From an optimization exercise on the open Yosys and OpenROAD flow, aimed at small area and a short achievable clock period; shortcuts taken in it are not production practice.
Only simulation tests tie the RTL to the original design; equivalence was not proved.
No activity file was given, so power comes from the tool's default toggle rates.

==> flow/design.v <==
module pipelined_RISC(clk, rst, start, imem_addr, imem_rdata, dmem_addr, dmem_wdata, dmem_we, dmem_re, dmem_rdata);
  input clk, rst, start;
  output [31:0] imem_addr;
  input  [31:0] imem_rdata;
  output [31:0] dmem_addr, dmem_wdata;
  output dmem_we, dmem_re;
  input  [31:0] dmem_rdata;
  reg  [31:2] pc;
  wire [31:2] pc_inc = pc + 30'd1;
  reg  [31:0] m_wdata;
  reg         m_take;
  always @(posedge clk or negedge rst)
    if (!rst)          pc <= 30'd0;
    else if (start)    pc <= 30'd0;
    else if (m_take)   pc <= m_wdata[31:2];
    else               pc <= pc_inc;
  assign imem_addr = {pc, 2'b00};
  wire [5:0] f_op  = imem_rdata[31:26];
  wire       f_isR = (f_op == 6'b000000);
  reg [31:0] d_sel1, d_sel2;    
  reg [15:0] d_imm;
  reg [31:2] d_pc;
  reg [4:0]  d_dest;
  reg        d_isR, d_isLW, d_isSW, d_isBEQ;
  reg [3:0]  d_fn;
  reg [31:0] R [0:31];
  reg [31:0] valid;
  reg [31:0] w_data;
  reg [31:0] w_en;              
  wire [31:0] valid_next = valid | w_en;
  integer k;
  always @(posedge clk)
      for (k = 0; k < 32; k = k + 1) begin
        d_sel1[k] <= (imem_rdata[25:21] == k) & valid_next[k];
        d_sel2[k] <= (imem_rdata[20:16] == k) & valid_next[k];
      end
  always @(posedge clk) begin
    d_imm <= imem_rdata[15:0];
    d_pc  <= pc_inc;
  end
  always @(posedge clk or negedge rst)
    if (!rst) begin
      d_dest <= 5'd0; d_isR <= 1'b1; d_isLW <= 1'b0; d_isSW <= 1'b0;
      d_isBEQ <= 1'b0; d_fn <= 4'b0110;
    end else begin
      d_dest  <= f_isR ? imem_rdata[15:11] : imem_rdata[20:16];
      d_isR   <= f_isR;
      d_isLW  <= (f_op == 6'b100011);
      d_isSW  <= (f_op == 6'b101011);
      d_isBEQ <= (f_op == 6'b000100);
      d_fn    <= imem_rdata[3:0];
    end
  wire f2  = d_fn[2];
  wire f1  = d_fn[1];
  wire f03 = d_fn[0] | d_fn[3];
  wire sub = (d_isR & ~f2 & f1) | d_isBEQ;    
  wire [31:0] se_imm = {{16{d_imm[15]}}, d_imm};
  wire use_rt = d_isR | d_isBEQ;
  wire [31:0] sel1 = d_sel1;
  wire [31:0] sel2 = d_sel2;
  reg  [31:0] rd1, rd2;
  integer j;
  always @(*) begin
    rd1 = 32'd0;
    rd2 = 32'd0;
    for (j = 0; j < 32; j = j + 1) begin
      rd1 = rd1 | ({32{sel1[j]}} & R[j]);
      rd2 = rd2 | ({32{sel2[j]}} & R[j]);
    end
  end
  reg [31:0] e_a, e_b, e_bx;
  reg [4:0]  e_dest;
  reg        e_regw, e_lw, e_sw, e_beq;
  reg        e_sub, e_arith, e_and, e_or, e_slt;
  always @(posedge clk) begin
    e_a      <= rd1;
    e_b      <= d_isBEQ ? {d_pc + se_imm[29:0], 2'b00} : rd2;
    e_bx     <= ({32{use_rt & ~sub}} & rd2) | ({32{use_rt & sub}} & ~rd2)
              | ({32{~use_rt}} & se_imm);
    e_dest   <= d_dest;
    e_sub    <= sub;
    e_arith  <= ~d_isR | (~f2 & ~f03);
    e_and    <= d_isR & f2 & ~f1 & ~f03;
    e_or     <= d_isR & f2 & ~f1 & f03;
    e_slt    <= d_isR & ~f2 & f1 & f03;
  end
  always @(posedge clk or negedge rst)
    if (!rst) begin
      e_regw <= 1'b0; e_lw <= 1'b0; e_sw <= 1'b0; e_beq <= 1'b0;
    end else begin
      e_regw <= d_isR | d_isLW;
      e_lw   <= d_isLW;
      e_sw   <= d_isSW;
      e_beq  <= d_isBEQ;
    end
  wire [33:0] sumx = {1'b0, e_a, 1'b1} + {1'b0, e_bx, e_sub};
  wire [32:0] sum  = sumx[33:1];
  wire [31:0] res  = ({32{e_arith}} & sum[31:0])
                   | ({32{e_and}} & (e_a & e_bx))
                   | ({32{e_or}}  & (e_a | e_bx))
                   | {31'd0, e_slt & ~sum[32]};
  wire eq = &(e_a ^ e_bx);
  reg [31:0] m_addr;
  reg [4:0]  m_dest;
  reg        m_we, m_re, m_regw;
  always @(posedge clk) begin
    m_addr   <= res;
    m_wdata  <= e_b;
    m_dest   <= e_dest;
  end
  always @(posedge clk or negedge rst)
    if (!rst) begin
      m_take <= 1'b0; m_we <= 1'b0; m_re <= 1'b0; m_regw <= 1'b0;
    end else begin
      m_take <= e_beq & eq;
      m_we   <= e_sw;
      m_re   <= e_lw;
      m_regw <= e_regw;
    end
  assign dmem_addr  = m_addr;
  assign dmem_wdata = m_wdata;
  assign dmem_we    = m_we;
  assign dmem_re    = m_re;
  always @(posedge clk)
    w_data <= m_re ? dmem_rdata : m_addr;
  integer i;
  always @(posedge clk or negedge rst)
    if (!rst) w_en <= 32'd0;
    else
      for (i = 0; i < 32; i = i + 1)
        w_en[i] <= m_regw & (m_dest == i);
  always @(posedge clk)
    for (i = 0; i < 32; i = i + 1)
      if (w_en[i]) R[i] <= w_data;
  always @(posedge clk or negedge rst)
    if (!rst) valid <= 32'd0;
    else      valid <= valid_next;
endmodule
make LEC_CHECK=0 CAP_MARGIN=20 CORE_MARGIN=2 CORE_UTILIZATION=50 CTS_CLUSTER_DIAMETER=100 CTS_CLUSTER_SIZE=22 SETUP_SLACK_MARGIN=5 SLEW_MARGIN=20 finish   # period 8.0 ns
run.sh (not shown) runs the stock make flow with config.mk's settings and CLKGATE_MAP_FILE= SYNTH_SCRIPT=/design/flow/synth_recipe.tcl, a recipe that flattens the netlist after the stock synthesis.
The baseline completed without violations.
Rerun with:
--- a/flow/design.v
+++ b/flow/design.v
@@ -12,52 +12,55 @@
   always @(posedge clk or negedge rst)
     if (!rst)          pc <= 30'd0;
     else if (start)    pc <= 30'd0;
     else if (m_take)   pc <= m_wdata[31:2];
     else               pc <= pc_inc;
   assign imem_addr = {pc, 2'b00};
-  wire [5:0] f_op  = imem_rdata[31:26];
-  wire       f_isR = (f_op == 6'b000000);
+  wire [5:0] f_op    = imem_rdata[31:26];
+  wire       f_isR   = (f_op == 6'b000000);
+  wire       f_isBEQ = (f_op == 6'b000100);
+  wire [31:2] f_target = pc_inc + {{14{imem_rdata[15]}}, imem_rdata[15:0]};
   reg [31:0] d_sel1, d_sel2;    
-  reg [15:0] d_imm;
-  reg [31:2] d_pc;
+  reg [31:2] d_immx;            
   reg [4:0]  d_dest;
   reg        d_isR, d_isLW, d_isSW, d_isBEQ;
   reg [3:0]  d_fn;
   reg [31:0] R [0:31];
   reg [31:0] valid;
   reg [31:0] w_data;
-  reg [31:0] w_en;              
+  reg [4:0]  w_dest;
+  reg        w_regw;
+  wire [31:0] w_en = {31'd0, w_regw} << w_dest;    
   wire [31:0] valid_next = valid | w_en;
   integer k;
   always @(posedge clk)
       for (k = 0; k < 32; k = k + 1) begin
         d_sel1[k] <= (imem_rdata[25:21] == k) & valid_next[k];
         d_sel2[k] <= (imem_rdata[20:16] == k) & valid_next[k];
       end
   always @(posedge clk) begin
-    d_imm <= imem_rdata[15:0];
-    d_pc  <= pc_inc;
+    d_immx[31:18] <= f_target[31:18];
+    d_immx[17:2]  <= f_isBEQ ? f_target[17:2] : imem_rdata[15:0];
   end
   always @(posedge clk or negedge rst)
     if (!rst) begin
       d_dest <= 5'd0; d_isR <= 1'b1; d_isLW <= 1'b0; d_isSW <= 1'b0;
       d_isBEQ <= 1'b0; d_fn <= 4'b0110;
     end else begin
       d_dest  <= f_isR ? imem_rdata[15:11] : imem_rdata[20:16];
       d_isR   <= f_isR;
       d_isLW  <= (f_op == 6'b100011);
       d_isSW  <= (f_op == 6'b101011);
-      d_isBEQ <= (f_op == 6'b000100);
+      d_isBEQ <= f_isBEQ;
       d_fn    <= imem_rdata[3:0];
     end
   wire f2  = d_fn[2];
   wire f1  = d_fn[1];
   wire f03 = d_fn[0] | d_fn[3];
   wire sub = (d_isR & ~f2 & f1) | d_isBEQ;    
-  wire [31:0] se_imm = {{16{d_imm[15]}}, d_imm};
+  wire [31:0] se_imm = {{16{d_immx[17]}}, d_immx[17:2]};
   wire use_rt = d_isR | d_isBEQ;
   wire [31:0] sel1 = d_sel1;
   wire [31:0] sel2 = d_sel2;
   reg  [31:0] rd1, rd2;
   integer j;
   always @(*) begin
@@ -71,13 +74,13 @@
   reg [31:0] e_a, e_b, e_bx;
   reg [4:0]  e_dest;
   reg        e_regw, e_lw, e_sw, e_beq;
   reg        e_sub, e_arith, e_and, e_or, e_slt;
   always @(posedge clk) begin
     e_a      <= rd1;
-    e_b      <= d_isBEQ ? {d_pc + se_imm[29:0], 2'b00} : rd2;
+    e_b      <= d_isBEQ ? {d_immx, 2'b00} : rd2;
     e_bx     <= ({32{use_rt & ~sub}} & rd2) | ({32{use_rt & sub}} & ~rd2)
               | ({32{~use_rt}} & se_imm);
     e_dest   <= d_dest;
     e_sub    <= sub;
     e_arith  <= ~d_isR | (~f2 & ~f03);
     e_and    <= d_isR & f2 & ~f1 & ~f03;
@@ -118,20 +121,20 @@
       m_regw <= e_regw;
     end
   assign dmem_addr  = m_addr;
   assign dmem_wdata = m_wdata;
   assign dmem_we    = m_we;
   assign dmem_re    = m_re;
-  always @(posedge clk)
+  always @(posedge clk) begin
     w_data <= m_re ? dmem_rdata : m_addr;
+    w_dest <= m_dest;
+  end
+  always @(posedge clk or negedge rst)
+    if (!rst) w_regw <= 1'b0;
+    else      w_regw <= m_regw;
   integer i;
-  always @(posedge clk or negedge rst)
-    if (!rst) w_en <= 32'd0;
-    else
-      for (i = 0; i < 32; i = i + 1)
-        w_en[i] <= m_regw & (m_dest == i);
   always @(posedge clk)
     for (i = 0; i < 32; i = i + 1)
       if (w_en[i]) R[i] <= w_data;
   always @(posedge clk or negedge rst)
     if (!rst) valid <= 32'd0;
     else      valid <= valid_next;
Fmax came out lower by roughly a tenth.
Power came out lower by a few percent.
Combinational power came out higher slightly.
Worst setup slack gets worse by 390 ps.
Area after synthesis came out lower slightly.
Count of clock-buffer cells in the layout came out lower by 6.
Utilization came out higher by 0.99 points.
Final area hardly moves.
Worst hold slack barely changes.
Clock power came out lower by a few percent.
Die area came out lower slightly.

## separate check: timing with driven ports
In the flow no input, the clock included, has a driving cell. The finished layouts below were timed again as built, in two steps. Step 1: set_driving_cell puts a clkbuf_16 on clk and a buf_2 on each other input, an assumption about the parent block. Step 2, shift: input delay + t, output delay - t, t = (earliest + latest rising clock arrival at the registers) / 2. This alone moves slack from input paths to output paths. Three values: no drivers, after step 1, after step 2; two values: the first two.
| run | t (ns) | setup slack, ns | worst hold slack (ns) |
|---|---|---|---|
| the first run | 0.769 | 4.931 / 4.931 / 4.561 | 0.330 / 0.330 / 0.330 |
| the second run | 0.768 | 4.542 / 4.542 / 3.929 | 0.330 / 0.330 / 0.330 |
After both steps every run listed still meets setup and hold. For the second run, which loses most, drivers alone change the setup slack by 0.000 ns; drivers and shift together by -0.613 ns.
